Background: an optimization exercise with open tools, aiming at small area, a short achievable clock period and few clock cycles per item. Do not read the settings as production practice. No run shown here included a check of the RTL's function; only the layout flow was run.

**design/flow/config.mk**
```make
export PLATFORM = sky130hd
export DESIGN_NAME = fir_top
export DESIGN_NICKNAME = fir_top
export VERILOG_FILES = /design/flow/design.v
export SDC_FILE = /design/flow/constraint.sdc
export NUM_CORES = 4
export LEC_CHECK = 0
export CAP_MARGIN = 20
export CORE_MARGIN = 2
export CORE_UTILIZATION = 65
export CTS_BUF_LIST = sky130_fd_sc_hd__clkbuf_8
export CTS_CLUSTER_SIZE = 30
export SETUP_SLACK_MARGIN = 5
export SLEW_MARGIN = 20
export SYNTH_HIERARCHICAL = 1
```
**design/flow/constraint.sdc**
```tcl
create_clock -name core_clock -period 10.0 [get_ports {clk}]
set_input_delay 2.0000 -clock core_clock [delete_from_list [all_inputs] [get_ports {clk}]]
set_output_delay 2.0000 -clock core_clock [all_outputs]
set_load 0.01 [all_outputs]
```
**design/flow/design.v**
```verilog
module fir_top (
    input  wire       clk,
    input  wire       resetN,
    input  wire       sampleClk,
    input  wire [7:0] sample,
    output wire [7:0] sum,
    output reg        dav
);
   reg [7:0] h1, h2, h3, h4, h5, h6, h7, h8;
   reg [8:0] s34, s25, s16;
   reg [12:0] m25;
   reg [18:0] t1a;
   reg [17:0] t1b;
   reg [3:0] ic;
   wire busy = ~ic[3] | ~ic[2];
   wire en = sampleClk | busy;
   wire [7:0] xin = busy ? 8'd0 : sample;
   wire s_1, c_2;
   ha us_1 (h2[0], h3[0], s_1, c_2);
   wire s_3, c_4;
   ha us_3 (h2[1], h3[1], s_3, c_4);
   wire s_5, c_6;
   ha us_5 (h2[2], h3[2], s_5, c_6);
   wire s_7, c_8;
   ha us_7 (h2[3], h3[3], s_7, c_8);
   wire s_9, c_10;
   ha us_9 (h2[4], h3[4], s_9, c_10);
   wire s_11, c_12;
   ha us_11 (h2[5], h3[5], s_11, c_12);
   wire s_13, c_14;
   ha us_13 (h2[6], h3[6], s_13, c_14);
   wire s_15, c_16;
   ha us_15 (h2[7], h3[7], s_15, c_16);
   wire s_17, c_18;
   ha us_17 (h2[7], h3[7], s_17, c_18);
   wire G_19 = c_4 | (s_3 & c_2);
   wire G_21 = c_6 | (s_5 & c_4);
   wire P_22 = s_5 & s_3;
   wire G_23 = c_8 | (s_7 & c_6);
   wire P_24 = s_7 & s_5;
   wire G_25 = c_10 | (s_9 & c_8);
   wire P_26 = s_9 & s_7;
   wire G_27 = c_12 | (s_11 & c_10);
   wire P_28 = s_11 & s_9;
   wire G_29 = c_14 | (s_13 & c_12);
   wire P_30 = s_13 & s_11;
   wire G_31 = c_16 | (s_15 & c_14);
   wire P_32 = s_15 & s_13;
   wire G_33 = c_18 | (s_17 & c_16);
   wire P_34 = s_17 & s_15;
   wire G_35 = G_21 | (P_22 & c_2);
   wire G_37 = G_23 | (P_24 & G_19);
   wire G_39 = G_25 | (P_26 & G_21);
   wire P_40 = P_26 & P_22;
   wire G_41 = G_27 | (P_28 & G_23);
   wire P_42 = P_28 & P_24;
   wire G_43 = G_29 | (P_30 & G_25);
   wire P_44 = P_30 & P_26;
   wire G_45 = G_31 | (P_32 & G_27);
   wire P_46 = P_32 & P_28;
   wire G_47 = G_33 | (P_34 & G_29);
   wire P_48 = P_34 & P_30;
   wire G_49 = G_39 | (P_40 & c_2);
   wire G_51 = G_41 | (P_42 & G_19);
   wire G_53 = G_43 | (P_44 & G_35);
   wire G_55 = G_45 | (P_46 & G_37);
   wire G_57 = G_47 | (P_48 & G_39);
   wire P_58 = P_48 & P_40;
   wire G_59 = G_57 | (P_58 & c_2);
   wire [8:0] s34n;
   assign s34n[0] = ~(s_1);
   assign s34n[1] = ~(s_3 ^ c_2);
   assign s34n[2] = ~(s_5 ^ G_19);
   assign s34n[3] = ~(s_7 ^ G_35);
   assign s34n[4] = ~(s_9 ^ G_37);
   assign s34n[5] = ~(s_11 ^ G_49);
   assign s34n[6] = ~(s_13 ^ G_51);
   assign s34n[7] = ~(s_15 ^ G_53);
   assign s34n[8] = s_17 ^ G_55;
   wire s_61, c_62;
   ha us_61 (h1[0], h4[0], s_61, c_62);
   wire s_63, c_64;
   ha us_63 (h1[1], h4[1], s_63, c_64);
   wire s_65, c_66;
   ha us_65 (h1[2], h4[2], s_65, c_66);
   wire s_67, c_68;
   ha us_67 (h1[3], h4[3], s_67, c_68);
   wire s_69, c_70;
   ha us_69 (h1[4], h4[4], s_69, c_70);
   wire s_71, c_72;
   ha us_71 (h1[5], h4[5], s_71, c_72);
   wire s_73, c_74;
   ha us_73 (h1[6], h4[6], s_73, c_74);
   wire s_75, c_76;
   ha us_75 (h1[7], h4[7], s_75, c_76);
   wire s_77, c_78;
   ha us_77 (h1[7], h4[7], s_77, c_78);
   wire G_79 = c_64 | (s_63 & c_62);
   wire G_81 = c_66 | (s_65 & c_64);
   wire P_82 = s_65 & s_63;
   wire G_83 = c_68 | (s_67 & c_66);
   wire P_84 = s_67 & s_65;
   wire G_85 = c_70 | (s_69 & c_68);
   wire P_86 = s_69 & s_67;
   wire G_87 = c_72 | (s_71 & c_70);
   wire P_88 = s_71 & s_69;
   wire G_89 = c_74 | (s_73 & c_72);
   wire P_90 = s_73 & s_71;
   wire G_91 = c_76 | (s_75 & c_74);
   wire P_92 = s_75 & s_73;
   wire G_93 = c_78 | (s_77 & c_76);
   wire P_94 = s_77 & s_75;
   wire G_95 = G_81 | (P_82 & c_62);
   wire G_97 = G_83 | (P_84 & G_79);
   wire G_99 = G_85 | (P_86 & G_81);
   wire P_100 = P_86 & P_82;
   wire G_101 = G_87 | (P_88 & G_83);
   wire P_102 = P_88 & P_84;
   wire G_103 = G_89 | (P_90 & G_85);
   wire P_104 = P_90 & P_86;
   wire G_105 = G_91 | (P_92 & G_87);
   wire P_106 = P_92 & P_88;
   wire G_107 = G_93 | (P_94 & G_89);
   wire P_108 = P_94 & P_90;
   wire G_109 = G_99 | (P_100 & c_62);
   wire G_111 = G_101 | (P_102 & G_79);
   wire G_113 = G_103 | (P_104 & G_95);
   wire G_115 = G_105 | (P_106 & G_97);
   wire G_117 = G_107 | (P_108 & G_99);
   wire P_118 = P_108 & P_100;
   wire G_119 = G_117 | (P_118 & c_62);
   wire [8:0] s25n;
   assign s25n[0] = ~(s_61);
   assign s25n[1] = ~(s_63 ^ c_62);
   assign s25n[2] = ~(s_65 ^ G_79);
   assign s25n[3] = ~(s_67 ^ G_95);
   assign s25n[4] = ~(s_69 ^ G_97);
   assign s25n[5] = ~(s_71 ^ G_109);
   assign s25n[6] = ~(s_73 ^ G_111);
   assign s25n[7] = ~(s_75 ^ G_113);
   assign s25n[8] = s_77 ^ G_115;
   wire s_121, c_122;
   ha us_121 (xin[0], h5[0], s_121, c_122);
   wire s_123, c_124;
   ha us_123 (xin[1], h5[1], s_123, c_124);
   wire s_125, c_126;
   ha us_125 (xin[2], h5[2], s_125, c_126);
   wire s_127, c_128;
   ha us_127 (xin[3], h5[3], s_127, c_128);
   wire s_129, c_130;
   ha us_129 (xin[4], h5[4], s_129, c_130);
   wire s_131, c_132;
   ha us_131 (xin[5], h5[5], s_131, c_132);
   wire s_133, c_134;
   ha us_133 (xin[6], h5[6], s_133, c_134);
   wire s_135, c_136;
   ha us_135 (xin[7], h5[7], s_135, c_136);
   wire s_137, c_138;
   ha us_137 (xin[7], h5[7], s_137, c_138);
   wire G_139 = c_124 | (s_123 & c_122);
   wire G_141 = c_126 | (s_125 & c_124);
   wire P_142 = s_125 & s_123;
   wire G_143 = c_128 | (s_127 & c_126);
   wire P_144 = s_127 & s_125;
   wire G_145 = c_130 | (s_129 & c_128);
   wire P_146 = s_129 & s_127;
   wire G_147 = c_132 | (s_131 & c_130);
   wire P_148 = s_131 & s_129;
   wire G_149 = c_134 | (s_133 & c_132);
   wire P_150 = s_133 & s_131;
   wire G_151 = c_136 | (s_135 & c_134);
   wire P_152 = s_135 & s_133;
   wire G_153 = c_138 | (s_137 & c_136);
   wire P_154 = s_137 & s_135;
   wire G_155 = G_141 | (P_142 & c_122);
   wire G_157 = G_143 | (P_144 & G_139);
   wire G_159 = G_145 | (P_146 & G_141);
   wire P_160 = P_146 & P_142;
   wire G_161 = G_147 | (P_148 & G_143);
   wire P_162 = P_148 & P_144;
   wire G_163 = G_149 | (P_150 & G_145);
   wire P_164 = P_150 & P_146;
   wire G_165 = G_151 | (P_152 & G_147);
   wire P_166 = P_152 & P_148;
   wire G_167 = G_153 | (P_154 & G_149);
   wire P_168 = P_154 & P_150;
   wire G_169 = G_159 | (P_160 & c_122);
   wire G_171 = G_161 | (P_162 & G_139);
   wire G_173 = G_163 | (P_164 & G_155);
   wire G_175 = G_165 | (P_166 & G_157);
   wire G_177 = G_167 | (P_168 & G_159);
   wire P_178 = P_168 & P_160;
   wire G_179 = G_177 | (P_178 & c_122);
   wire [8:0] s16n;
   assign s16n[0] = ~(s_121);
   assign s16n[1] = ~(s_123 ^ c_122);
   assign s16n[2] = ~(s_125 ^ G_139);
   assign s16n[3] = ~(s_127 ^ G_155);
   assign s16n[4] = ~(s_129 ^ G_157);
   assign s16n[5] = ~(s_131 ^ G_169);
   assign s16n[6] = ~(s_133 ^ G_171);
   assign s16n[7] = ~(s_135 ^ G_173);
   assign s16n[8] = s_137 ^ G_175;
   wire s_181, c_182;
   fa us_181 (xin[0], xin[1], xin[4], s_181, c_182);
   wire s_183, c_184;
   fa us_183 (xin[1], xin[2], xin[5], s_183, c_184);
   wire s_185, c_186;
   fa us_185 (xin[2], xin[3], xin[6], s_185, c_186);
   wire s_187, c_188;
   fa us_187 (xin[3], xin[4], 1'b1, s_187, c_188);
   wire s_189, c_190;
   xr xs_189 (xin[7], c_186, s_189);
   nr ns_189 (xin[7], ~c_186, c_190);
   wire s_191, c_192;
   fa us_191 (xin[4], xin[5], 1'b1, s_191, c_192);
   wire s_193, c_194;
   ha us_193 (c_188, s_191, s_193, c_194);
   wire s_195, c_196;
   fa us_195 (xin[5], xin[6], 1'b1, s_195, c_196);
   wire s_197, c_198;
   ha us_197 (c_192, s_195, s_197, c_198);
   wire s_199, c_200;
   fa us_199 (xin[6], ~xin[7], c_196, s_199, c_200);
   wire s_201, c_202;
   ha us_201 (xin[0], xin[3], s_201, c_202);
   wire s_203, c_204;
   ha us_203 (c_182, s_183, s_203, c_204);
   wire s_205, c_206;
   ha us_205 (c_184, s_185, s_205, c_206);
   wire s_207, c_208;
   xr xs_207 (s_187, s_189, s_207);
   nr ns_207 (s_189, ~s_187, c_208);
   wire s_209, c_210;
   ha us_209 (c_190, s_193, s_209, c_210);
   wire s_211, c_212;
   ha us_211 (c_194, s_197, s_211, c_212);
   wire s_213, c_214;
   ha us_213 (c_198, s_199, s_213, c_214);
   wire s_215, c_216;
   xr xs_215 (xin[7], c_200, s_215);
   nr ns_215 (xin[7], ~c_200, c_216);
   wire G_217 = 1'b0 | (xin[1] & 1'b0);
   wire G_219 = 1'b0 | (xin[2] & 1'b0);
   wire P_220 = xin[2] & xin[1];
   wire G_221 = c_202 | (s_201 & 1'b0);
   wire P_222 = s_201 & xin[2];
   wire G_223 = 1'b0 | (s_181 & c_202);
   wire P_224 = s_181 & s_201;
   wire G_225 = c_204 | (s_203 & 1'b0);
   wire P_226 = s_203 & s_181;
   wire G_227 = c_206 | (s_205 & c_204);
   wire P_228 = s_205 & s_203;
   wire G_229 = c_208 | (~s_207 & c_206);
   wire P_230 = ~s_207 & s_205;
   wire G_231 = c_210 | (s_209 & c_208);
   wire P_232 = s_209 & ~s_207;
   wire G_233 = c_212 | (s_211 & c_210);
   wire P_234 = s_211 & s_209;
   wire G_235 = c_214 | (s_213 & c_212);
   wire P_236 = s_213 & s_211;
   wire G_237 = c_216 | (~s_215 & c_214);
   wire P_238 = ~s_215 & s_213;
   wire G_239 = 1'b0 | (1'b1 & c_216);
   wire P_240 = 1'b1 & ~s_215;
   wire G_241 = G_219 | (P_220 & 1'b0);
   wire G_243 = G_221 | (P_222 & G_217);
   wire G_245 = G_223 | (P_224 & G_219);
   wire P_246 = P_224 & P_220;
   wire G_247 = G_225 | (P_226 & G_221);
   wire P_248 = P_226 & P_222;
   wire G_249 = G_227 | (P_228 & G_223);
   wire P_250 = P_228 & P_224;
   wire G_251 = G_229 | (P_230 & G_225);
   wire P_252 = P_230 & P_226;
   wire G_253 = G_231 | (P_232 & G_227);
   wire P_254 = P_232 & P_228;
   wire G_255 = G_233 | (P_234 & G_229);
   wire P_256 = P_234 & P_230;
   wire G_257 = G_235 | (P_236 & G_231);
   wire P_258 = P_236 & P_232;
   wire G_259 = G_237 | (P_238 & G_233);
   wire P_260 = P_238 & P_234;
   wire G_261 = G_239 | (P_240 & G_235);
   wire P_262 = P_240 & P_236;
   wire G_263 = G_245 | (P_246 & 1'b0);
   wire G_265 = G_247 | (P_248 & G_217);
   wire G_267 = G_249 | (P_250 & G_241);
   wire G_269 = G_251 | (P_252 & G_243);
   wire G_271 = G_253 | (P_254 & G_245);
   wire P_272 = P_254 & P_246;
   wire G_273 = G_255 | (P_256 & G_247);
   wire P_274 = P_256 & P_248;
   wire G_275 = G_257 | (P_258 & G_249);
   wire P_276 = P_258 & P_250;
   wire G_277 = G_259 | (P_260 & G_251);
   wire P_278 = P_260 & P_252;
   wire G_279 = G_261 | (P_262 & G_253);
   wire P_280 = P_262 & P_254;
   wire G_281 = G_271 | (P_272 & 1'b0);
   wire G_283 = G_273 | (P_274 & G_217);
   wire G_285 = G_275 | (P_276 & G_241);
   wire G_287 = G_277 | (P_278 & G_243);
   wire G_289 = G_279 | (P_280 & G_263);
   wire [12:0] m25n;
   assign m25n[0] = ~(xin[0]);
   assign m25n[1] = ~(xin[1] ^ 1'b0);
   assign m25n[2] = ~(xin[2] ^ G_217);
   assign m25n[3] = ~(s_201 ^ G_241);
   assign m25n[4] = ~(s_181 ^ G_243);
   assign m25n[5] = ~(s_203 ^ G_263);
   assign m25n[6] = ~(s_205 ^ G_265);
   assign m25n[7] = ~(~s_207 ^ G_267);
   assign m25n[8] = ~(s_209 ^ G_269);
   assign m25n[9] = ~(s_211 ^ G_281);
   assign m25n[10] = ~(s_213 ^ G_283);
   assign m25n[11] = ~(~s_215 ^ G_285);
   assign m25n[12] = 1'b1 ^ G_287;
   wire s_291, c_292;
   fa us_291 (s25[0], ~h7[0], 1'b1, s_291, c_292);
   wire s_293, c_294;
   fa us_293 (~s34[0], s25[1], 1'b1, s_293, c_294);
   wire s_295, c_296;
   xr xs_295 (h7[1], c_292, s_295);
   nr ns_295 (h7[1], ~c_292, c_296);
   wire s_297, c_298;
   fa us_297 (~s34[1], s25[2], s25[0], s_297, c_298);
   wire s_299, c_300;
   fa us_299 (s16[0], ~h7[2], c_294, s_299, c_300);
   wire s_301, c_302;
   ha us_301 (s_297, c_296, s_301, c_302);
   wire s_303, c_304;
   fa us_303 (~s34[2], s34[0], s25[3], s_303, c_304);
   wire s_305, c_306;
   fa us_305 (s25[1], s16[1], h7[0], s_305, c_306);
   wire s_307, c_308;
   fa us_307 (~h7[3], h8[0], c_298, s_307, c_308);
   wire s_309, c_310;
   fa us_309 (s_303, s_305, c_300, s_309, c_310);
   wire s_311, c_312;
   ha us_311 (c_302, s_307, s_311, c_312);
   wire s_313, c_314;
   fa us_313 (~s34[3], s34[1], 1'b1, s_313, c_314);
   wire s_315, c_316;
   fa us_315 (s25[4], s25[2], s25[0], s_315, c_316);
   wire s_317, c_318;
   fa us_317 (s16[2], s16[0], h7[1], s_317, c_318);
   wire s_319, c_320;
   fa us_319 (~h7[4], h8[1], c_304, s_319, c_320);
   wire s_321, c_322;
   fa us_321 (c_306, s_313, s_315, s_321, c_322);
   wire s_323, c_324;
   fa us_323 (s_317, c_308, s_319, s_323, c_324);
   wire s_325, c_326;
   fa us_325 (s_321, c_312, c_310, s_325, c_326);
   wire s_327, c_328;
   fa us_327 (s34[4], h7[5], h7[0], s_327, c_328);
   wire s_329, c_330;
   fa us_329 (s34[2], s25[5], s25[3], s_329, c_330);
   wire s_331, c_332;
   fa us_331 (s25[1], s16[3], s16[1], s_331, c_332);
   wire s_333, c_334;
   fa us_333 (h7[2], h8[2], c_314, s_333, c_334);
   wire s_335, c_336;
   fa us_335 (c_316, c_318, s_329, s_335, c_336);
   wire s_337, c_338;
   fa us_337 (~s_327, s_331, c_320, s_337, c_338);
   wire s_339, c_340;
   fa us_339 (c_322, s_333, s_335, s_339, c_340);
   wire s_341, c_342;
   fa us_341 (c_324, s_337, s_339, s_341, c_342);
   wire s_343, c_344;
   fa us_343 (s34[5], h7[6], h7[1], s_343, c_344);
   wire s_345, c_346;
   fa us_345 (s34[3], s25[6], s25[4], s_345, c_346);
   wire s_347, c_348;
   fa us_347 (s25[2], s16[4], s16[2], s_347, c_348);
   wire s_349, c_350;
   fa us_349 (s16[0], h7[3], h8[3], s_349, c_350);
   wire s_351, c_352;
   fa us_351 (~c_328, c_330, c_332, s_351, c_352);
   wire s_353, c_354;
   fa us_353 (~s_343, s_345, s_347, s_353, c_354);
   wire s_355, c_356;
   fa us_355 (s_349, c_334, c_336, s_355, c_356);
   wire s_357, c_358;
   fa us_357 (s_351, s_353, c_338, s_357, c_358);
   wire s_359, c_360;
   fa us_359 (c_340, s_355, s_357, s_359, c_360);
   wire s_361, c_362;
   fa us_361 (~s34[6], s34[4], s34[0], s_361, c_362);
   wire s_363, c_364;
   fa us_363 (s25[7], s25[5], s25[3], s_363, c_364);
   wire s_365, c_366;
   fa us_365 (s16[5], s16[3], s16[1], s_365, c_366);
   wire s_367, c_368;
   fa us_367 (h7[7], h7[4], h8[4], s_367, c_368);
   wire s_369, c_370;
   fa us_369 (h7[2], c_344, ~c_346, s_369, c_370);
   wire s_371, c_372;
   fa us_371 (c_348, c_350, s_361, s_371, c_372);
   wire s_373, c_374;
   fa us_373 (s_363, s_365, s_367, s_373, c_374);
   wire s_375, c_376;
   fa us_375 (c_352, c_354, ~s_369, s_375, c_376);
   wire s_377, c_378;
   fa us_377 (s_371, s_373, c_356, s_377, c_378);
   wire s_379, c_380;
   fa us_379 (s_375, c_358, s_377, s_379, c_380);
   wire s_381, c_382;
   fa us_381 (s34[7], s25[0], h7[3], s_381, c_382);
   wire s_383, c_384;
   fa us_383 (s34[5], s34[1], s25[8], s_383, c_384);
   wire s_385, c_386;
   fa us_385 (s25[6], s25[4], s16[6], s_385, c_386);
   wire s_387, c_388;
   fa us_387 (s16[4], s16[2], h7[5], s_387, c_388);
   wire s_389, c_390;
   fa us_389 (h8[5], c_362, c_364, s_389, c_390);
   wire s_391, c_392;
   fa us_391 (c_366, c_368, s_383, s_391, c_392);
   wire s_393, c_394;
   fa us_393 (~s_381, s_385, s_387, s_393, c_394);
   wire s_395, c_396;
   fa us_395 (~c_370, c_372, c_374, s_395, c_396);
   wire s_397, c_398;
   fa us_397 (s_389, s_391, s_393, s_397, c_398);
   wire s_399, c_400;
   fa us_399 (c_376, s_395, s_397, s_399, c_400);
   wire s_401, c_402;
   ha us_401 (c_378, s_399, s_401, c_402);
   wire s_403, c_404;
   fa us_403 (s34[8], s25[1], h7[4], s_403, c_404);
   wire s_405, c_406;
   fa us_405 (s34[6], s34[2], s25[7], s_405, c_406);
   wire s_407, c_408;
   fa us_407 (s25[5], s16[7], s16[5], s_407, c_408);
   wire s_409, c_410;
   fa us_409 (s16[3], h7[6], h8[6], s_409, c_410);
   wire s_411, c_412;
   fa us_411 (~c_382, c_384, c_386, s_411, c_412);
   wire s_413, c_414;
   fa us_413 (c_388, s_405, s_407, s_413, c_414);
   wire s_415, c_416;
   fa us_415 (~s_403, s_409, c_390, s_415, c_416);
   wire s_417, c_418;
   fa us_417 (c_392, c_394, s_411, s_417, c_418);
   wire s_419, c_420;
   fa us_419 (s_413, c_396, s_415, s_419, c_420);
   wire s_421, c_422;
   fa us_421 (c_398, s_417, s_419, s_421, c_422);
   wire s_423, c_424;
   ha us_423 (c_400, c_402, s_423, c_424);
   wire s_425, c_426;
   fa us_425 (s34[7], s34[3], 1'b1, s_425, c_426);
   wire s_427, c_428;
   fa us_427 (s34[0], s25[2], h7[7], s_427, c_428);
   wire s_429, c_430;
   fa us_429 (s25[8], s25[6], s16[8], s_429, c_430);
   wire s_431, c_432;
   fa us_431 (s16[6], s16[4], ~h7[5], s_431, c_432);
   wire s_433, c_434;
   fa us_433 (h8[7], c_404, ~c_406, s_433, c_434);
   wire s_435, c_436;
   fa us_435 (c_408, c_410, s_425, s_435, c_436);
   wire s_437, c_438;
   fa us_437 (~s_427, s_429, s_431, s_437, c_438);
   wire s_439, c_440;
   fa us_439 (c_412, c_414, ~s_433, s_439, c_440);
   wire s_441, c_442;
   fa us_441 (s_435, s_437, c_416, s_441, c_442);
   wire s_443, c_444;
   fa us_443 (c_418, s_439, c_420, s_443, c_444);
   wire s_445, c_446;
   fa us_445 (s_441, c_422, s_443, s_445, c_446);
   wire s_447, c_448;
   fa us_447 (s34[8], s34[4], s25[7], s_447, c_448);
   wire s_449, c_450;
   fa us_449 (s34[1], s25[3], h7[6], s_449, c_450);
   wire s_451, c_452;
   fa us_451 (s16[7], s16[5], c_426, s_451, c_452);
   wire s_453, c_454;
   fa us_453 (~c_428, c_430, c_432, s_453, c_454);
   wire s_455, c_456;
   fa us_455 (~s_447, s_449, c_434, s_455, c_456);
   wire s_457, c_458;
   fa us_457 (c_436, c_438, s_451, s_457, c_458);
   wire s_459, c_460;
   fa us_459 (s_453, c_440, ~s_455, s_459, c_460);
   wire s_461, c_462;
   fa us_461 (s_457, c_442, s_459, s_461, c_462);
   wire s_463, c_464;
   ha us_463 (c_444, s_461, s_463, c_464);
   wire s_465, c_466;
   fa us_465 (s34[5], s25[8], s16[8], s_465, c_466);
   wire s_467, c_468;
   fa us_467 (s34[2], s25[4], ~s16[6], s_467, c_468);
   wire s_469, c_470;
   fa us_469 (h7[7], c_448, ~c_450, s_469, c_470);
   wire s_471, c_472;
   fa us_471 (s_465, ~s_467, c_452, s_471, c_472);
   wire s_473, c_474;
   fa us_473 (c_454, s_469, ~c_456, s_473, c_474);
   wire s_475, c_476;
   fa us_475 (c_458, s_471, c_460, s_475, c_476);
   wire s_477, c_478;
   fa us_477 (s_473, c_462, s_475, s_477, c_478);
   wire s_479, c_480;
   fa us_479 (s34[6], ~s34[3], 1'b1, s_479, c_480);
   wire s_481, c_482;
   fa us_481 (~s25[5], s16[7], c_466, s_481, c_482);
   wire s_483, c_484;
   fa us_483 (~c_468, s_479, c_470, s_483, c_484);
   wire s_485, c_486;
   fa us_485 (s_481, c_472, s_483, s_485, c_486);
   wire s_487, c_488;
   fa us_487 (c_474, s_485, c_476, s_487, c_488);
   wire s_489, c_490;
   fa us_489 (s34[7], ~s34[4], 1'b1, s_489, c_490);
   wire s_491, c_492;
   fa us_491 (~s25[6], s16[8], c_480, s_491, c_492);
   wire s_493, c_494;
   fa us_493 (s_489, c_482, s_491, s_493, c_494);
   wire s_495, c_496;
   fa us_495 (c_484, s_493, c_486, s_495, c_496);
   wire s_497, c_498;
   fa us_497 (s34[8], ~s34[5], 1'b1, s_497, c_498);
   wire s_499, c_500;
   fa us_499 (~s25[7], c_490, s_497, s_499, c_500);
   wire s_501, c_502;
   fa us_501 (c_492, s_499, c_494, s_501, c_502);
   wire s_503, c_504;
   ha us_503 (s34[6], s25[8], s_503, c_504);
   wire s_505, c_506;
   fa us_505 (~s_503, c_498, c_500, s_505, c_506);
   wire s_507, c_508;
   xr xs_507 (s34[7], c_504, s_507);
   nr ns_507 (s34[7], c_504, c_508);
   wire [18:0] t1an = {s34[8], c_506, c_502, c_496, c_488, c_478, c_464, c_446, c_424, s_421, c_380, c_360, c_342, c_326, s_323, s_309, s_299, s_293, s_291};
   wire [17:0] t1bn = {c_508, s_507, s_505, s_501, s_495, s_487, s_477, s_463, s_445, s_423, s_401, s_379, s_359, s_341, s_325, s_311, s_301, s_295};
   wire s_509, c_510;
   fa us_509 (t1a[1], ~t1b[0], m25[1], s_509, c_510);
   wire s_511, c_512;
   fa us_511 (t1a[2], t1b[1], m25[2], s_511, c_512);
   wire s_513, c_514;
   fa us_513 (t1a[3], t1b[2], m25[3], s_513, c_514);
   wire s_515, c_516;
   fa us_515 (t1a[4], t1b[3], m25[4], s_515, c_516);
   wire s_517, c_518;
   fa us_517 (t1a[5], t1b[4], m25[5], s_517, c_518);
   wire s_519, c_520;
   fa us_519 (t1a[6], t1b[5], m25[6], s_519, c_520);
   wire s_521, c_522;
   fa us_521 (t1a[7], t1b[6], 1'b1, s_521, c_522);
   wire s_523, c_524;
   ha us_523 (m25[7], c_520, s_523, c_524);
   wire s_525, c_526;
   fa us_525 (t1a[8], t1b[7], 1'b1, s_525, c_526);
   wire s_527, c_528;
   fa us_527 (m25[8], c_522, s_525, s_527, c_528);
   wire s_529, c_530;
   fa us_529 (t1a[9], t1b[8], m25[9], s_529, c_530);
   wire s_531, c_532;
   ha us_531 (c_526, s_529, s_531, c_532);
   wire s_533, c_534;
   fa us_533 (t1a[10], t1b[9], m25[10], s_533, c_534);
   wire s_535, c_536;
   ha us_535 (c_530, s_533, s_535, c_536);
   wire s_537, c_538;
   fa us_537 (t1a[11], t1b[10], m25[11], s_537, c_538);
   wire s_539, c_540;
   ha us_539 (c_534, s_537, s_539, c_540);
   wire s_541, c_542;
   fa us_541 (t1a[12], t1b[11], m25[12], s_541, c_542);
   wire s_543, c_544;
   ha us_543 (c_538, s_541, s_543, c_544);
   wire s_545, c_546;
   fa us_545 (t1a[13], t1b[12], c_542, s_545, c_546);
   wire s_547, c_548;
   ha us_547 (t1a[14], t1b[13], s_547, c_548);
   wire s_549, c_550;
   ha us_549 (t1a[15], t1b[14], s_549, c_550);
   wire s_551, c_552;
   ha us_551 (t1a[16], t1b[15], s_551, c_552);
   wire s_553, c_554;
   ha us_553 (t1a[17], t1b[16], s_553, c_554);
   wire s_555, c_556;
   xr xs_555 (t1a[18], t1b[17], s_555);
   nr ns_555 (t1a[18], ~t1b[17], c_556);
   wire s_557, c_558;
   ha us_557 (t1a[0], m25[0], s_557, c_558);
   wire s_559, c_560;
   ha us_559 (c_510, s_511, s_559, c_560);
   wire s_561, c_562;
   ha us_561 (c_512, s_513, s_561, c_562);
   wire s_563, c_564;
   ha us_563 (c_514, s_515, s_563, c_564);
   wire s_565, c_566;
   ha us_565 (c_516, s_517, s_565, c_566);
   wire s_567, c_568;
   ha us_567 (c_518, s_519, s_567, c_568);
   wire s_569, c_570;
   ha us_569 (s_521, s_523, s_569, c_570);
   wire s_571, c_572;
   ha us_571 (c_524, s_527, s_571, c_572);
   wire s_573, c_574;
   ha us_573 (c_528, s_531, s_573, c_574);
   wire s_575, c_576;
   ha us_575 (c_532, s_535, s_575, c_576);
   wire s_577, c_578;
   ha us_577 (c_536, s_539, s_577, c_578);
   wire s_579, c_580;
   ha us_579 (c_540, s_543, s_579, c_580);
   wire s_581, c_582;
   ha us_581 (c_544, s_545, s_581, c_582);
   wire s_583, c_584;
   ha us_583 (c_546, s_547, s_583, c_584);
   wire s_585, c_586;
   ha us_585 (c_548, s_549, s_585, c_586);
   wire s_587, c_588;
   ha us_587 (c_550, s_551, s_587, c_588);
   wire s_589, c_590;
   ha us_589 (c_552, s_553, s_589, c_590);
   wire s_591, c_592;
   xr xs_591 (c_554, s_555, s_591);
   nr ns_591 (s_555, ~c_554, c_592);
   wire s_593, c_594;
   ha us_593 (c_556, 1'b1, s_593, c_594);
   wire G_595 = 1'b0 | (s_509 & c_558);
   wire G_597 = c_560 | (s_559 & 1'b0);
   wire P_598 = s_559 & s_509;
   wire G_599 = c_562 | (s_561 & c_560);
   wire P_600 = s_561 & s_559;
   wire G_601 = c_564 | (s_563 & c_562);
   wire P_602 = s_563 & s_561;
   wire G_603 = c_566 | (s_565 & c_564);
   wire P_604 = s_565 & s_563;
   wire G_605 = c_568 | (s_567 & c_566);
   wire P_606 = s_567 & s_565;
   wire G_607 = c_570 | (s_569 & c_568);
   wire P_608 = s_569 & s_567;
   wire G_609 = c_572 | (s_571 & c_570);
   wire P_610 = s_571 & s_569;
   wire G_611 = c_574 | (s_573 & c_572);
   wire P_612 = s_573 & s_571;
   wire G_613 = c_576 | (s_575 & c_574);
   wire P_614 = s_575 & s_573;
   wire G_615 = c_578 | (s_577 & c_576);
   wire P_616 = s_577 & s_575;
   wire G_617 = c_580 | (s_579 & c_578);
   wire P_618 = s_579 & s_577;
   wire G_619 = c_582 | (s_581 & c_580);
   wire P_620 = s_581 & s_579;
   wire G_621 = c_584 | (s_583 & c_582);
   wire P_622 = s_583 & s_581;
   wire G_623 = c_586 | (s_585 & c_584);
   wire P_624 = s_585 & s_583;
   wire G_625 = c_588 | (s_587 & c_586);
   wire P_626 = s_587 & s_585;
   wire G_627 = c_590 | (s_589 & c_588);
   wire P_628 = s_589 & s_587;
   wire G_629 = c_592 | (~s_591 & c_590);
   wire P_630 = ~s_591 & s_589;
   wire G_631 = c_594 | (s_593 & c_592);
   wire P_632 = s_593 & ~s_591;
   wire G_633 = G_597 | (P_598 & c_558);
   wire G_635 = G_599 | (P_600 & G_595);
   wire G_637 = G_601 | (P_602 & G_597);
   wire P_638 = P_602 & P_598;
   wire G_639 = G_603 | (P_604 & G_599);
   wire P_640 = P_604 & P_600;
   wire G_641 = G_605 | (P_606 & G_601);
   wire P_642 = P_606 & P_602;
   wire G_643 = G_607 | (P_608 & G_603);
   wire P_644 = P_608 & P_604;
   wire G_645 = G_609 | (P_610 & G_605);
   wire P_646 = P_610 & P_606;
   wire G_647 = G_611 | (P_612 & G_607);
   wire P_648 = P_612 & P_608;
   wire G_649 = G_613 | (P_614 & G_609);
   wire P_650 = P_614 & P_610;
   wire G_651 = G_615 | (P_616 & G_611);
   wire P_652 = P_616 & P_612;
   wire G_653 = G_617 | (P_618 & G_613);
   wire P_654 = P_618 & P_614;
   wire G_655 = G_619 | (P_620 & G_615);
   wire P_656 = P_620 & P_616;
   wire G_657 = G_621 | (P_622 & G_617);
   wire P_658 = P_622 & P_618;
   wire G_659 = G_623 | (P_624 & G_619);
   wire P_660 = P_624 & P_620;
   wire G_661 = G_625 | (P_626 & G_621);
   wire P_662 = P_626 & P_622;
   wire G_663 = G_627 | (P_628 & G_623);
   wire P_664 = P_628 & P_624;
   wire G_665 = G_629 | (P_630 & G_625);
   wire P_666 = P_630 & P_626;
   wire G_667 = G_631 | (P_632 & G_627);
   wire P_668 = P_632 & P_628;
   wire G_669 = G_637 | (P_638 & c_558);
   wire G_671 = G_639 | (P_640 & G_595);
   wire G_673 = G_641 | (P_642 & G_633);
   wire G_675 = G_643 | (P_644 & G_635);
   wire G_677 = G_645 | (P_646 & G_637);
   wire P_678 = P_646 & P_638;
   wire G_679 = G_647 | (P_648 & G_639);
   wire P_680 = P_648 & P_640;
   wire G_681 = G_649 | (P_650 & G_641);
   wire P_682 = P_650 & P_642;
   wire G_683 = G_651 | (P_652 & G_643);
   wire P_684 = P_652 & P_644;
   wire G_685 = G_653 | (P_654 & G_645);
   wire P_686 = P_654 & P_646;
   wire G_687 = G_655 | (P_656 & G_647);
   wire P_688 = P_656 & P_648;
   wire G_689 = G_657 | (P_658 & G_649);
   wire P_690 = P_658 & P_650;
   wire G_691 = G_659 | (P_660 & G_651);
   wire P_692 = P_660 & P_652;
   wire G_693 = G_661 | (P_662 & G_653);
   wire P_694 = P_662 & P_654;
   wire G_695 = G_663 | (P_664 & G_655);
   wire P_696 = P_664 & P_656;
   wire G_697 = G_665 | (P_666 & G_657);
   wire P_698 = P_666 & P_658;
   wire G_699 = G_667 | (P_668 & G_659);
   wire P_700 = P_668 & P_660;
   wire G_701 = G_677 | (P_678 & c_558);
   wire G_703 = G_679 | (P_680 & G_595);
   wire G_705 = G_681 | (P_682 & G_633);
   wire G_707 = G_683 | (P_684 & G_635);
   wire G_709 = G_685 | (P_686 & G_669);
   wire G_711 = G_687 | (P_688 & G_671);
   wire G_713 = G_689 | (P_690 & G_673);
   wire G_715 = G_691 | (P_692 & G_675);
   wire G_717 = G_693 | (P_694 & G_677);
   wire P_718 = P_694 & P_678;
   wire G_719 = G_695 | (P_696 & G_679);
   wire P_720 = P_696 & P_680;
   wire G_721 = G_697 | (P_698 & G_681);
   wire P_722 = P_698 & P_682;
   wire G_723 = G_699 | (P_700 & G_683);
   wire P_724 = P_700 & P_684;
   wire G_725 = G_717 | (P_718 & c_558);
   wire G_727 = G_719 | (P_720 & G_595);
   wire G_729 = G_721 | (P_722 & G_633);
   wire G_731 = G_723 | (P_724 & G_635);
   wire [19:0] r;
   assign r[0] = s_557;
   assign r[1] = s_509 ^ c_558;
   assign r[2] = s_559 ^ G_595;
   assign r[3] = s_561 ^ G_633;
   assign r[4] = s_563 ^ G_635;
   assign r[5] = s_565 ^ G_669;
   assign r[6] = s_567 ^ G_671;
   assign r[7] = s_569 ^ G_673;
   assign r[8] = s_571 ^ G_675;
   assign r[9] = s_573 ^ G_701;
   assign r[10] = s_575 ^ G_703;
   assign r[11] = s_577 ^ G_705;
   assign r[12] = s_579 ^ G_707;
   assign r[13] = s_581 ^ G_709;
   assign r[14] = s_583 ^ G_711;
   assign r[15] = s_585 ^ G_713;
   assign r[16] = s_587 ^ G_715;
   assign r[17] = s_589 ^ G_725;
   assign r[18] = ~s_591 ^ G_727;
   assign r[19] = s_593 ^ G_729;
   wire c7;
   carry7 uc7 (r[9:3], sample[6:0], c7);
   wire up0, sp0, sn0, up1, sp1, sn1, up, sp, sn;
   presel ups0 (r[19:10], sample[7], 1'b0, up0, sp0, sn0);
   presel ups1 (r[19:10], sample[7], 1'b1, up1, sp1, sn1);
   mux3 upsm (c7, {up0, sp0, sn0}, {up1, sp1, sn1}, {up, sp, sn});
   reg [7:0] rq;
   reg upq, spq, snq;
   wire [7:0] rinc = rq + upq;
   assign sum = spq ? 8'h7f : snq ? 8'h80 : rinc;
   always @(posedge clk, negedge resetN)
     if (!resetN) begin
        ic <= 4'd0;
        dav <= 1'b0;
     end else begin
        if (busy) ic <= ic + 4'd1;
        dav <= sampleClk & ~busy;
     end
   always @(posedge clk) begin
      rq <= r[18:11];
      upq <= up; spq <= sp; snq <= sn;
      if (en) begin
         t1a <= t1an; t1b <= t1bn;
         s34 <= s34n; s25 <= s25n; s16 <= s16n;
         m25 <= m25n;
         h1 <= xin; h2 <= h1; h3 <= h2; h4 <= h3;
         h5 <= h4; h6 <= h5; h7 <= h6; h8 <= h7;
      end
   end
endmodule
module carry7 (input [6:0] a, input [6:0] b, output c);
   wire [7:0] s = {1'b0, a} + {1'b0, b};
   assign c = s[7];
endmodule
module presel (input [9:0] r, input x7, input c, output up, output sp, output sn);
   wire signed [8:0] rs = r[9:1];
   wire nx = ~x7;
   wire n0 = ~r[0] & ~nx & ~c;
   wire n3 = r[0] & nx & c;
   assign up = (r[0] & nx) | (r[0] & c) | (nx & c);
   assign sp = (rs >= 9'sd129) | ((rs == 9'sd128) & ~n0) | ((rs == 9'sd127) & n3);
   assign sn = (rs <= -9'sd130) | ((rs == -9'sd129) & ~n3) | ((rs == -9'sd128) & n0);
endmodule
module mux3 (input s, input [2:0] a, input [2:0] b, output [2:0] y);
   assign y = s ? b : a;
endmodule
module fa (input a, input b, input c, output s, output co);
   assign s = a ^ b ^ c;
   assign co = (a & b) | (a & c) | (b & c);
endmodule
module ha (input a, input b, output s, output co);
   assign s = a ^ b;
   assign co = a & b;
endmodule
module xr (input a, input b, output y);
   assign y = a ^ b;
endmodule
module nr (input a, input b, output y);
   assign y = ~(a | b);
endmodule
module anb (input a, input b, output y);
   assign y = ~a & b;
endmodule
```
**design/flow/run.sh**
```bash
#!/bin/bash
# synth_recipe.tcl (not shown) runs the flow's synth.tcl, then flattens the netlist and writes it again
# the make line also repeats each setting of config.mk as NAME=value (left out here)
make -C /OpenROAD-flow-scripts/flow DESIGN_CONFIG=/design/flow/config.mk WORK_HOME=/design/flow/orfs CLKGATE_MAP_FILE= SYNTH_SCRIPT=/design/flow/synth_recipe.tcl finish
```
==> key figures, run 1 <==
Run status
  • Outcome: timing/DRC/antenna clean

STA
  • Final Slew Violations: 0
  • Final Hold Vio Count: 0
  • FMAX: 226 MHz
  • Max-slew headroom: 32.8%
  • Worst-Margin Slew: 1010 ps
  • Clock skew: 14.8 ps
  • Setup violators final: 0
  • RSZ-0062 raised after global routing: false
  • Min Tclk post-route: 4420 ps
  • Setup_tns: 0 ps
  • Final period util: 44.2%

Clock network
  • H-tree levels: 4
  • CTS tree: built
  • Post-CTS setup buffer count: 0
  • Post-cts sizing count: 0
  • CTS root buffer: clkbuf_8
  • Clk Latency, worst-skew pair: 450 ps
  • Post-CTS Hold Fix Bufs: 0
  • Maximum root-to-sink buffer count: 2
  • Num CTS Buffers: 17
  • # clock sinks: 157
  • Worst-path clk slew: 90 ps

Logic synthesis
  • Async S/R FF share, synth: 3.18%
  • Netlist cell types: 56
  • Mapped cell area: 10,200 um^2
  • Avg Cell Area, Syn: 14.1 um^2
  • Synthesis Warnings: 7
  • Yosys reg bits: 157
  • Post-synthesis sequential area ratio: 44.7%
  • EDFF count, synth: 141
  • Most used flip-flop cell after synthesis: edfxtp_1
  • Synth Instances: 724

Place
  • Post-Place Cells: 965
  • IO buf count: 19
  • Dpl hpwl: 15,800 um
  • RePlAce Congestion: 0.891

Setup path
  • Crit path kind: input port to register
  • Top Family by Delay on Critical Path: compound AO/OA/AOI/OAI gates
  • Crit path to: m25[11]
  • FF-to-FF Start: m25[12]
  • Path length in cells of the critical path: 10
  • Crit-path slowest cell: fa_1
  • Capture point of the worst reg-to-reg path: snq
  • Cell mode on critical path: a21oi_1
  • CP Capture Type: register
  • Crit path launch type: input port
  • Crit path buffers/inverters: 1
  • Worst reg-to-reg setup slack: 5760 ps
  • CP startpoint: sample[4]
  • Critical Path Fanout Max: 5
  • Critical Path RT: 10,200 ps
  • Worst R2R Path Depth: 13
  • Critical path arrival: 4620 ps
  • Critical Path Max Stage Delay: 510 ps
  • Critical-path cell list: clkdlybuf4s50_1 > and3_1 > fa_1 > ha_1 > a21o_1 > a21oi_1 > nor2_1 > o21ai_0 > a21oi_1 > xor2_1

Global route
  • Total track usage: 25.6%
  • Final global-route overflow total: 0
  • First-pass GRT wire length: 31,100 um
  • Vias in the first global route: 6,076
  • Initial antenna violation count: 0
  • Largest net degree at the start of global routing: 85

Finish
  • Commonest non-fill, non-tap cell in the layout: edfxtp_1
  • Post-route non-filler standard cell count: 997
  • Fillers: 1,032
  • Layout area overhead: 8.41%
  • Share of cells above drive strength 1: 7.38%
  • Final net count: 987
  • Inserted Diodes: 0
  • Leading cell types in the layout, fill and taps excluded: edfxtp_1 (141), fa_1 (122), ha_1 (81)

Routing
  • First-pass DRT Iterations: 5
  • Via count: 5,651
  • DR DRC count: 0
  • Routed WL: 19,700 um
  • Via density: 5.67
  • WL/cell: 19.7 um
  • Iter 0 DRT Violations: 352
  • Routed Antenna Nets: 0

Floorplan
  • Row cnt: 45
  • Die X-Extent: 129 um
  • DIE HEIGHT: 129 um
  • Die area: 16,800 um^2
  • Io pins: 20
  • Starting density of the core: 66.8%
  • Core area: 15,300 um^2

Run
  • Max_cap viols: 0

Hold path
  • Worst min-delay path class: register to register
-- how the worst min path moves through the flow --
stage / from / end / slack, ps / depth (start not counted)
final: h6[3] / h7[3] / 430 / 0
after global routing: h6[1] / h7[1] / 440 / 0
after CTS: h6[3] / h7[3] / 430 / 0
after detailed placement: h6[5] / h7[5] / 410 / 0
after global placement: h6[0] / h7[0] / 400 / 0
after floorplan: h6[0] / h7[0] / 400 / 0
-- cell families after synthesis --
family	count (synthesis)	share of synthesized area, %
compound gates	111	7.71
xor+xnor	45	3.85
fa+ha+maj	205	34.0
buf+inv	78	2.98
flops	157	44.7
mux	5	0.538
other cells	2	0.0734
simple gates	121	6.14
-- Yosys cell counts (4+ instances only) --
library cell / n / area [um^2]
a21o_1: 18 / 135
nor2_1: 29 / 109
o21a_1: 7 / 52.6
or3_1: 4 / 25.0
fa_1: 122 / 2440
dfxtp_1: 11 / 220
or4_1: 4 / 30.0
xor2_1: 26 / 228
nand3_1: 20 / 100
a21oi_2: 4 / 35.0
dfrtp_1: 5 / 125
o31ai_1: 6 / 45.0
nand2b_1: 7 / 43.8
a31oi_1: 4 / 25.0
o21ai_0: 13 / 65.1
a21oi_1: 31 / 155
mux2_2: 4 / 45.0
xnor2_1: 19 / 166
inv_1: 71 / 267
or2_2: 4 / 25.0
ha_1: 81 / 1010
nand4_1: 5 / 31.3
and3_1: 9 / 56.3
nor3_1: 7 / 35.0
clkbuf_1: 4 / 15.0
edfxtp_1: 141 / 4230
nand2_1: 21 / 78.8
-- per-module statistics from Yosys, one instance, submodules excluded --
module   cells inside  cell area, um^2  times used
nr                  1             3.75           7
mux3                3             33.8           1
xr                  1             8.76           7
carry7             14              125           1
fir_top           481             6520           1
presel             11             86.3           2
ha                  1             12.5          68
fa                  1             20.0         122
-- state kept, by name (all words and copies together), names as in the netlist --
signal / cells
h4: 8
dav: 1
snq: 1
s16: 9
s25: 9
h7: 8
upq: 1
h2: 8
spq: 1
rq: 8
h1: 8
h3: 8
h5: 8
h8: 8
t1b: 18
ic: 4
h6: 8
s34: 9
m25: 13
t1a: 19
-- metal layers --
metal	wire, um	share of wire (%)	track usage, %	up-vias
met1	8740	44	33.8	2855
met2	9820	50	43.3	117
met5	0	0	0	-
met3	749	3.8	5.74	28
met4	358	1.8	7.91	0
li1	-	-	-	2651
-- through the flow --
stage | setup slack (ps) | util (%) | hold slack (ps) | instance area, um^2
CTS | 5610 | 72.5 | 433 | 11100
global route | 5410 | 72.5 | 443 | 11100
global placement | 5150 | 70.0 | 404 | 10700
detailed placement | 5120 | 70.0 | 407 | 10700
finish | 5580 | 72.5 | 429 | 11100
floorplan | 5790 | - | 400 | 10300
-- area by class of cell --
class	instances	area, um^2	area share (%)
Timing Repair Buffer	20	198	1.78
Clock buffer	17	234	2.11
Multi-Input combinational cell	506	5420	48.8
Inverter	71	267	2.40
Sequential cell	157	4580	41.3
Tap cell	211	264	2.38
Clock inverter	15	138	1.24
==> run 2: changes to the inputs <==
==> design/flow/flow/run.sh (new file) <==
#!/bin/bash
# The standard layout (the standard.sh: ORFS from synthesis to the final
# layout), with timing repair aiming at a larger setup margin than the flow
# settings allow. make's output goes to flow_make.log; each ORFS step writes
# its own log under orfs/logs, copied here at the end.
set -euo pipefail
bash standard.sh SETUP_SLACK_MARGIN=6.0 finish > flow_make.log 2>&1
cp orfs/logs/*/fir_top/base/*.log . 2>/dev/null || true
==> design/flow/standard.sh (new file) <==
#!/bin/bash
# synth_recipe.tcl (not shown) runs the flow's synth.tcl, then flattens the netlist and writes it again
# the make line also repeats each setting of config.mk as NAME=value (left out here)
make -C /OpenROAD-flow-scripts/flow DESIGN_CONFIG=/design/flow/config.mk WORK_HOME=/design/flow/orfs CLKGATE_MAP_FILE= SYNTH_SCRIPT=/design/flow/synth_recipe.tcl "${@:-finish}"
removed: design/flow/run.sh
==> run 2 against run 1 <==
Synthesized area did not move. Sequential cell count did not move. Die area did not move. Clock skew fell by 1.2 ps. Largest cell class unchanged. Non-clock buffer count rose by 19. Final cell count rose by 1.9%.
==> key figures, run 2 <==
Setup path
  • Capture point of the worst reg-to-reg path: spq
  • Critical Path RT: 10,350 ps (+150 ps)
  • Critical Path Fanout Max: 5 (unchanged)
  • CP Capture Type: register
  • Worst R2R Path Depth: 13 (unchanged)
  • Crit path launch type: register
  • Worst reg-to-reg setup slack: 5910 ps (+150 ps)
  • Critical path arrival: 4440 ps (-180 ps)
  • Crit path kind: register to register
  • FF-to-FF Start: t1a[6]

Floorplan
  • Die area: 16,800 um^2 (unchanged)
  • DIE HEIGHT: 129 um (unchanged)
  • Core area: 15,300 um^2 (unchanged)
  • Die X-Extent: 129 um (unchanged)
  • Row cnt: 45 (unchanged)
  • Io pins: 20 (unchanged)
  • Starting density of the core: 66.8% (unchanged)

Logic synthesis
  • Most common cell in the netlist: edfxtp_1
  • Mapped cell area: 10,200 um^2 (unchanged)
  • Post-synthesis sequential area ratio: 44.7% (unchanged)
  • Avg Cell Area, Syn: 14.1 um^2 (unchanged)
  • Top post-synthesis cells by area: edfxtp_1 (41%), fa_1 (24%), ha_1 (9.9%)
  • Yosys reg bits: 157 (unchanged)
  • Synth area leader: edfxtp_1
  • Most used flip-flop cell after synthesis: edfxtp_1
  • Synth Instances: 724 (unchanged)
  • Async S/R FF share, synth: 3.18% (unchanged)
  • EDFF count, synth: 141 (unchanged)
  • Synth cell count leaders: edfxtp_1 (141), fa_1 (122), ha_1 (81), inv_1 (71), a21oi_1 (31)
  • Synthesis Warnings: 7 (unchanged)
  • Top cell type's share of synthesized area: 41.4% (unchanged)
  • Netlist cell types: 56 (unchanged)

Clock network
  • Num CTS Buffers: 17 (unchanged)
  • CTS root buffer: clkbuf_8
  • H-tree levels: 4 (unchanged)
  • Worst-path clk slew: 90 ps (about the same)
  • Clk Latency, worst-skew pair: 470 ps (+20 ps)
  • # clock sinks: 157 (unchanged)
  • Maximum root-to-sink buffer count: 2 (unchanged)
  • CTS tree: built

STA
  • RSZ-0062 raised after global routing: true
  • PnR worst setup slack: 5910 ps (+331 ps)
  • Max-slew headroom: 47.1% (+14 points)
  • Setup_tns: 0 ps (unchanged)
  • Setup violators final: 0 (unchanged)
  • Min Tclk post-route: 4090 ps (-331 ps)
  • Final Hold Vio Count: 0 (unchanged)
  • Clock skew: 13.5 ps (-1.23 ps)
  • FMAX: 244 MHz (+8.1%)
  • Final Slew Violations: 0 (unchanged)
  • Worst-Margin Slew: 794 ps (-214 ps)
  • Final period util: 40.9% (-3.3 points)

Finish
  • Commonest non-fill, non-tap cell in the layout: edfxtp_1
  • Fillers: 950 (-7.9%)
  • FF/Latch Area: 4580 um^2 (unchanged)
  • Inserted Diodes: 0 (unchanged)
  • Max FFs per register: 19 (unchanged)
  • Largest Register: t1a
  • Final net count: 1,006 (+1.9%)
  • Largest regs: t1a: 19 flops, t1b: 18 flops, m25: 13 flops
  • Layout area overhead: 14.4%
  • Share of cells above drive strength 1: 16.5% (+9.1 points)
  • Leading cell types in the layout, fill and taps excluded: edfxtp_1 (141), fa_1 (114), ha_1 (68)
  • Multi-input gate area: 5790 um^2 (+7.0%)

Hold path
  • WHS Endpoint: h7[1]
  • Worst min-delay path class: register to register
  • Worst hold start: h6[1]
  • Hold depth: 0 (unchanged)

Routing
  • First-pass DRT Iterations: 5 (unchanged)
  • Via count: 5,856 (+3.6%)
  • Routed Antenna Nets: 0 (unchanged)
  • Routed WL: 21,000 um (+6.8%)
  • WL/cell: 20.7 um (+4.8%)
  • DR DRC count: 0 (unchanged)
  • Via density: 5.76 (+1.7%)
  • Iter 0 DRT Violations: 415 (+18%)

Place
  • Dpl hpwl: 15,700 um (-0.66%)
  • Setup Slack @ Placement: 5230 ps (+103 ps)
  • RePlAce Congestion: 0.913 (+2.5%)
  • IO buf count: 19 (unchanged)

Run
  • Max_cap viols: 0 (unchanged)

Global route
  • Largest net degree at the start of global routing: 86 (+1.2%)
  • Final global-route overflow total: 0 (unchanged)
  • First-pass GRT wire length: 32,600 um (+4.7%)
  • Vias in the first global route: 6,287 (+3.5%)
  • Total track usage: 26.8% (+1.2 points)
  • Initial antenna violation count: 0 (unchanged)

Run status
  • Outcome: timing/DRC/antenna clean
-- run 2: per-stage QoR --
step	hold slack [ps]	util [%]	instance area, um^2	std cells
floorplan	400	-	10300	741
global placement	402	70.2	10800	965
detailed placement	406	70.2	10800	965
CTS	429	74.4	11400	1007
global route	436	76.4	11700	1016
finish	432	76.4	11700	1016
-- run 2: layout make-up --
cell class                      count  share of cell area [%]
Clock buffer                       17                    2.00
Clock inverter                     15                    1.83
Inverter                           71                    2.35
Multi-Input combinational cell    506                    49.5
Sequential cell                   157                    39.1
Tap cell                          211                    2.26
Timing Repair Buffer               39                    2.94
-- run 2: logic make-up after synthesis --
group / Yosys count / synth area share, %
AO/OA/AOI/OAI: 111 / 7.71
XOR/XNOR: 45 / 3.85
adder cells (fa/ha/maj): 205 / 34.0
buffers and inverters: 78 / 2.98
flip-flops: 157 / 44.7
multiplexers: 5 / 0.538
other: 2 / 0.0734
AND/OR/NAND/NOR: 121 / 6.14
-- run 2: worst max-delay path by stage --
stage / from / endpoint / cells past startpoint
floorplan: sample[5] / m25[11] / 8
global placement: sample[6] / m25[11] / 9
detailed placement: sample[6] / m25[11] / 9
CTS: sample[6] / m25[11] / 9
global route: t1a[6] / spq / 13
finish: t1a[6] / spq / 13
-- run 2: Yosys stat by module, one instance, submodules excluded --
| module | copies in the design | flops+latches | area [um^2] | cells |
|---|---|---|---|---|
| fa | 122 | 0 | 20.0 | 1 |
| mux3 | 1 | 0 | 33.8 | 3 |
| presel | 2 | 0 | 86.3 | 11 |
| xr | 7 | 0 | 8.76 | 1 |
| fir_top | 1 | 157 | 6520 | 481 |
| nr | 7 | 0 | 3.75 | 1 |
| carry7 | 1 | 0 | 125 | 14 |
| ha | 68 | 0 | 12.5 | 1 |
-- run 2: layer usage --
layer | share of wire [%] | track usage, % | vias up | wire length [um]
met5 | 0 | 0 | - | 0
met4 | 1.9 | 8.73 | 0 | 403
met3 | 5.5 | 6.56 | 31 | 1160
met2 | 51 | 46.0 | 167 | 10800
met1 | 41 | 34.1 | 2972 | 8630
li1 | - | - | 2686 | -
-- run 2: critical path, cell delays in order, from the launching register on --
cell and delay (ps):
edfxtp_1 410, fa_1 480, ha_1 300, ha_1 380
a21oi_2 260, o21bai_1 130, a211oi_2 240, o21bai_1 120
a211oi_2 280, xnor2_1 170, or4_4 460, o41ai_4 380
a21oi_2 80, mux2_4 280
-- run 2: repair_timing --
item,in CTS,in global routing
setup buffers,10,9
pin swaps,14,25
setup endpoints to repair,57,7
resized for setup,37,49
hold buffers,0,0

afterwards: timing with drivers on the ports:
Ports are ideal in the flow. The routed layouts listed here were re-timed in OpenROAD. Step 1 (the two cells are an assumption about what drives the block):
set clk [get_ports {clk}]
set_driving_cell -lib_cell sky130_fd_sc_hd__clkbuf_16 $clk
set_driving_cell -lib_cell sky130_fd_sc_hd__buf_2 [delete_from_list [all_inputs] $clk]
Step 2 also shifts input and output timing later by t, the mid clock arrival at the registers, as if the neighbouring blocks saw the same clock. a / b / c = ideal ports / drivers / drivers and shift; a / b = the first two.
run	t, ns	slack for setup (ns)	worst data-port slew with drivers (ns)
run 1	0.482	5.579 / 5.593 / 5.110	0.03
run 2	0.501	5.909 / 5.909 / 5.556	0.04
After both steps setup and hold are still met in every run listed. For run 1, which loses most, drivers alone change the setup slack by +0.014 ns; drivers and shift together by -0.469 ns.
